Source: an optimization exercise on an open RTL-to-GDS flow (aim: small area and a short achievable clock period). Production flows keep margins and buffers that such runs may drop.
RTL that was checked went through simulation tests only; none was proved equivalent to the original.

==> flow/design.v (excerpt) <==
module matrix_accelerator(
    input  wire        clk,
    input  wire        rst,
    input  wire        load_weight,
    input  wire [31:0] activation_in,
    output wire [95:0] result_out
);
    wire [31:0] skewed;
    skew_buffer skew_unit (
        .clk(clk),
        .rst(rst),
        .raw_input(activation_in),
        .skewed_output(skewed)
    );
    reg valid;
    always @(posedge clk or posedge rst)
        if (rst)              valid <= 1'b0;
        else if (load_weight) valid <= 1'b1;
    wire [31:0] in_n = {load_weight ? activation_in[31:8] : skewed[31:8],
                        activation_in[7:0]};
    systolic_array array_core (
        .clk(clk),
        .rst(rst),
        .load_weight(load_weight),
        .hold(load_weight | ~valid),
        .in_n(in_n),
        .in_m(skewed),   
        .out_e(result_out)
    );
endmodule
clock: 8.0 ns
lec_check: 0
cap_margin: 20
core_margin: 2
core_utilization: 40
setup_slack_margin: 3.5
slew_margin: 20
synth_hierarchical: 1
synth_minimum_keep_size: 0
run.sh (not shown) runs the stock make flow with config.mk's settings and CLKGATE_MAP_FILE= SYNTH_SCRIPT=/design/flow/synth_recipe.tcl, a recipe that flattens the netlist after the stock synthesis.
The baseline completed with no timing, DRC or antenna violations.
Edit:
--- a/flow/config.mk
+++ b/flow/config.mk
@@ -11 +11 @@
-export SETUP_SLACK_MARGIN = 3.5
+export SETUP_SLACK_MARGIN = 3.0
Effect:
- worst setup slack degrades by 0.28 ns
- cell area drops by 3.1%
- count of clock-buffer cells in the layout drops by 3
- die area is unchanged
Function was not checked in any run of this note: the RTL went through the layout flow alone.


matrix_accelerator, a different RTL version from the one above (not shown whole).
Size: about 4700 cells after synthesis, roughly 130 I/O pins.
## matrix_accelerator
module matrix_accelerator(
    input  wire        clk,
    input  wire        rst,
    input  wire        load_weight,
    input  wire [31:0] activation_in,
    output wire [95:0] result_out
);
    wire [31:0] skewed;
    skew_buffer skew_unit (
        .clk(clk),
        .rst(rst),
        .raw_input(activation_in),
        .skewed_output(skewed)
    );
    reg valid;
    always @(posedge clk or posedge rst)
        if (rst)              valid <= 1'b0;
        else if (load_weight) valid <= 1'b1;
    wire [31:0] in_n = {load_weight ? activation_in[31:8] : skewed[31:8],
                        activation_in[7:0]};
    systolic_array array_core (
        .clk(clk),
        .rst(rst),
        .load_weight(load_weight),
        .hold(load_weight | ~valid),
        .in_n(in_n),
        .in_m(skewed),   
        .out_e(result_out)
    );
endmodule
==> flow/config.mk <==
export PLATFORM = sky130hd
export DESIGN_NAME = matrix_accelerator
export DESIGN_NICKNAME = matrix_accelerator
export VERILOG_FILES = /design/flow/design.v
export SDC_FILE = /design/flow/constraint.sdc
export NUM_CORES = 4
export LEC_CHECK = 0
export CAP_MARGIN = 20
export CORE_MARGIN = 2
export CORE_UTILIZATION = 55
export SETUP_SLACK_MARGIN = 3.0
export SLEW_MARGIN = 20
export SYNTH_HIERARCHICAL = 1
export SYNTH_MINIMUM_KEEP_SIZE = 0
==> flow/constraint.sdc <==
create_clock -name core_clock -period 8.0 [get_ports {clk}]
set_input_delay 1.6000 -clock core_clock [delete_from_list [all_inputs] [get_ports {clk}]]
set_output_delay 1.6000 -clock core_clock [all_outputs]
set_load 0.01 [all_outputs]
The starting point finished with timing, DRC and antenna clean.
Edit:
- CORE_UTILIZATION: 55 -> 40
- SYNTH_HIERARCHICAL: 1 -> not set
- SYNTH_MINIMUM_KEEP_SIZE: 0 -> not set
What happened:
- register-to-register slack degrades by 260 ps
- die area grows by 34%
- clock skew goes up by 9.2 ps
- global-route usage came out lower by 5.4 points
- count of clock-buffer cells in the layout came out lower by 6
- wire length grows by 6.1%
- non-clock buffer count came out higher by 51
- hold slack is worse by 9.3 ps
- setup slack got worse by 98 ps
Edit:
- SETUP_SLACK_MARGIN: 3.0 -> 4.5
- SYNTH_HIERARCHICAL: not set -> 1
- SYNTH_MINIMUM_KEEP_SIZE: not set -> 0
The changed run finished with timing, DRC and antenna clean.
Register-to-register slack is better by 540 ps.
Synthesized area increases by 2.1%.
Worst setup slack is better by 350 ps.
Edit:
- SETUP_SLACK_MARGIN: 4.5 -> 3.0
What happened: Die area is unchanged; cell count shrinks by 7.1%; global-route usage falls by 1.1 points.
No run of this note included a check of the RTL's function; only the layout flow was run.


== alpha ==
Another version of the RTL of matrix_accelerator (not shown whole).
For scale: about 130 I/O pins.
==> flow/config.mk <==
export PLATFORM = sky130hd
export DESIGN_NAME = matrix_accelerator
export DESIGN_NICKNAME = matrix_accelerator
export VERILOG_FILES = /design/flow/design.v
export SDC_FILE = /design/flow/constraint.sdc
export NUM_CORES = 4
export LEC_CHECK = 0
export CAP_MARGIN = 20
export CORE_MARGIN = 2
export CORE_UTILIZATION = 40
export CTS_CLUSTER_DIAMETER = 120
export CTS_CLUSTER_SIZE = 22
export PLACE_DENSITY = 0.7
export SETUP_SLACK_MARGIN = 3.5
export SLEW_MARGIN = 20
export SYNTH_HIERARCHICAL = 1
export SYNTH_MINIMUM_KEEP_SIZE = 0
==> flow/constraint.sdc <==
create_clock -name core_clock -period 8.0 [get_ports {clk}]
set_input_delay 1.6000 -clock core_clock [delete_from_list [all_inputs] [get_ports {clk}]]
set_output_delay 1.6000 -clock core_clock [all_outputs]
set_load 0.01 [all_outputs]
standard.sh (not shown) runs the stock make flow with config.mk's settings and CLKGATE_MAP_FILE= SYNTH_SCRIPT=/design/flow/synth_recipe.tcl, a recipe that flattens the netlist after the stock synthesis.
==> flow/flow/run.sh <==
#!/bin/bash
# The standard layout (standard.sh), with plain buffers on the ports in place
# of the delay cells that buffer_ports picks by default. Every port still gets
# its own buffer. make's full output goes to standard.log in this folder.
set -euo pipefail
export BUFFER_PORTS_ARGS="-buffer_cell sky130_fd_sc_hd__buf_2"
bash standard.sh > standard.log 2>&1
alpha went all the way through synthesis, placement and routing and the layout is clean on timing, DRC and antenna.
### alpha -> beta
- PLACE_DENSITY removed (was 0.7)
==> comparison <==
beta completed end to end with timing, DRC and antenna clean.
There was hardly any difference in final cell utilization of the core between alpha and beta.
Reported for beta and alpha, number of rows created at floorplan turned out identical to the last digit.
Going from alpha to beta, met1 demand-to-capacity share in global routing grows by 1.4 points.
beta against alpha; via count normalized by instance count is down slightly.
Relative to alpha, cell count along the critical path increased by 2 in beta.
In the reports for beta and alpha, the larger overall via count from detail_route belongs to alpha.
Looking at worst setup path endpoint, the array_core.ROW[3].c1.out_e[14] result is from alpha; the array_core.ROW[3].c3.out_e[14] one comes from beta.
Any difference in maximum frequency between beta and alpha is small enough to ignore.
Relative to alpha, worst setup slack increased by 0.0094 ns in beta.
Looking at data required time of the worst path, beta sits 0.02 ns lower than alpha does.
[inputs] gamma vs beta
- putting TNS_END_PERCENT at 50 where nothing was set
## What came out
Count of non-filler cells in the finished layout across gamma and beta: no real change.
[compare] base=beta new=gamma: final critical delay including setup and external delays up 0.041 ns, number of non-clock buffers in the layout down 7.6%, instance count on the critical path down 2, worst-case headroom to the max-slew limit down 0.68 points, total non-filler cell area in the finished layout down 210 um^2.
Per the comparison of gamma with beta, wire length of the first global-routing pass did not really move, minimum setup slack in the final design went down.
Relative to gamma, the following input files were edited for delta:
- TNS_END_PERCENT: 50 -> 20
==> run notes <==
Count of inserted antenna diode cells: delta vs gamma up 1. Core utilization: gamma vs delta — no meaningful difference. Between delta and gamma, the fraction of area in registers does not differ in any meaningful way. The multi-input gate area in the final layout of gamma and that of delta are within noise of each other. Relative to gamma, the routed wire length measured on delta has decreased slightly. For cell area, gamma and delta come out practically identical.


run 1:
Another version of the RTL of matrix_accelerator (not shown whole).
Size: roughly 4100 cells after synthesis, ~0.048 mm^2 of cells after synthesis.
make LEC_CHECK=0 CAP_MARGIN=20 CORE_MARGIN=2 CORE_UTILIZATION=40 SETUP_SLACK_MARGIN=3.8 SLEW_MARGIN=20 SYNTH_HIERARCHICAL=1 SYNTH_MINIMUM_KEEP_SIZE=0 finish   # period 8.0 ns
run.sh (not shown) runs the stock make flow with config.mk's settings and CLKGATE_MAP_FILE= SYNTH_SCRIPT=/design/flow/synth_recipe.tcl, a recipe that flattens the netlist after the stock synthesis.
Stock flow here: none of the scripts above is used.
The inputs of run 2 differ from those of run 1 as listed below.
- putting CTS_CLUSTER_DIAMETER at 120 where nothing was set
- swapping 3.8 for 3.5 in SETUP_SLACK_MARGIN
- putting CTS_CLUSTER_SIZE at 22 where nothing was set
[summary]
Run 2 ended with every stage complete and zero timing, DRC or antenna violations. No stage failed in run 1, and the final checks on the layout all came back clean. Run 2 vs run 1 on fmax: run 2 is the lower one. Run 2 against run 1: area enclosed by the die boundary about even; worst hold slack rose 0.019 ns; setup slack has decreased. [compare] base=run 1 new=run 2: routed wire length shows a reduction of 4.6%, number of filler cells placed in the layout went up 394.
No run of this note included a check of the RTL's function; only the layout flow was run.


Another version of the RTL of matrix_accelerator (not shown whole).
Size: roughly 4,900 cells after synthesis.
Settings: LEC_CHECK=0, CAP_MARGIN=20, CORE_MARGIN=2, CORE_UTILIZATION=40, CTS_BUF_LIST=sky130_fd_sc_hd__clkbuf_4 sky130_fd_sc_hd__clkbuf_8, SETUP_SLACK_MARGIN=3.0, SLEW_MARGIN=20, SYNTH_HIERARCHICAL=1, SYNTH_MINIMUM_KEEP_SIZE=0; clock period 8.0 ns.
Rerun with:
- CTS_BUF_LIST: sky130_fd_sc_hd__clkbuf_4 sky130_fd_sc_hd__clkbuf_8 -> default
=>
- The changed run ran to the end with no violations
- via count is lower by 0.42%
- routed wire length decreases by 0.39%
- critical path depth stays the same
- global-route usage is about the same
- first-iteration DRC count went up by 0.37%
- cell area stays flat
- sequential share of layout area is about the same
No run of this note included a check of the RTL's function; only the layout flow was run.


Another version of the RTL of matrix_accelerator (not shown whole).
Size: about 4500 cells after synthesis, ~47000 um^2 of cells after synthesis.
Settings: LEC_CHECK=0, CAP_MARGIN=20, CORE_MARGIN=2, CORE_UTILIZATION=40, CTS_CLUSTER_DIAMETER=120, CTS_CLUSTER_SIZE=22, SETUP_SLACK_MARGIN=3.5, SLEW_MARGIN=20, SYNTH_HIERARCHICAL=1, SYNTH_MINIMUM_KEEP_SIZE=0; clock period 8.0 ns.
standard.sh (not shown) runs the stock make flow with config.mk's settings and CLKGATE_MAP_FILE= SYNTH_SCRIPT=/design/flow/synth_recipe.tcl, a recipe that flattens the netlist after the stock synthesis.
Scripts as last shown in full above: flow/flow/run.sh
The first run finished clean.
Rerun with:
==> flow/run.sh (new file) <==
#!/bin/bash
# synth_recipe.tcl (not shown) runs the flow's synth.tcl, then flattens the netlist and writes it again
# the make line also repeats each setting of config.mk as NAME=value (left out here)
make -C /OpenROAD-flow-scripts/flow DESIGN_CONFIG=/design/flow/config.mk WORK_HOME=/design/flow/orfs CLKGATE_MAP_FILE= SYNTH_SCRIPT=/design/flow/synth_recipe.tcl finish
removed: flow/flow/run.sh
removed: flow/standard.sh
Effect:
- wire length goes up slightly

## separate check: timing with driven ports
How much do the figures lean on ideal ports? The routed layouts below were timed once more, with nothing changed but the port constraints. Step 1, drivers: a clkbuf_16 drives clk and a buf_2 each remaining input, both assumed. Step 2, shift: input delay + t, output delay - t, t = (earliest + latest rising clock arrival at the registers) / 2. This alone moves slack from input paths to output paths. a / b / c = ideal / step 1 / step 2; a / b = the first two.
run | shift t [ns] | setup WS [ns] | clock arrival spread, ns | worst slew at a driven data input, ns
the first run of note 1 | 0.716 | 3.503 / 3.503 / 2.865 | 0.027 / 0.027 | 0.07
the second run of note 1 | 0.746 | 3.222 / 3.271 / 2.534 | 0.024 / 0.023 | 0.07
the first run of note 2 | 0.675 | 3.253 / 3.287 / 2.612 | 0.028 / 0.028 | 0.07
the second run of note 2 | 0.728 | 3.155 / 3.155 / 2.499 | 0.041 / 0.041 | 0.14
the third run of note 2 | 0.717 | 3.506 / 3.529 / 2.812 | 0.046 / 0.046 | 0.06
the fourth run of note 2 | 0.714 | 3.249 / 3.273 / 2.585 | 0.027 / 0.026 | 0.05
alpha | 0.709 | 3.629 / 3.629 / 2.968 | 0.029 / 0.030 | 0.09
beta | 0.715 | 3.638 / 3.638 / 3.074 | 0.024 / 0.024 | 0.07
gamma | 0.714 | 3.598 / 3.598 / 3.011 | 0.028 / 0.028 | 0.07
delta | 0.735 | 3.596 / 3.596 / 2.987 | 0.045 / 0.044 | 0.08
run 1 | 0.706 | 3.607 / 3.635 / 2.930 | 0.029 / 0.029 | 0.08
run 2 | 0.730 | 3.586 / 3.612 / 2.902 | 0.039 / 0.039 | 0.06
the first run of note 5 | 0.873 | 3.099 / 3.151 / 2.279 | 0.065 / 0.065 | 0.11
the second run of note 5 | 0.718 | 3.073 / 3.124 / 2.406 | 0.048 / 0.048 | 0.13
the first run of note 6 | 0.725 | 3.638 / 3.638 / 2.990 | 0.021 / 0.020 | 0.08
the second run of note 6 | 0.724 | 3.589 / 3.589 / 2.885 | 0.026 / 0.025 | 0.08
After both steps setup and hold are still met in every run listed. For the first run of note 5, which loses most, drivers alone change the setup slack by +0.052 ns; drivers and shift together by -0.820 ns.
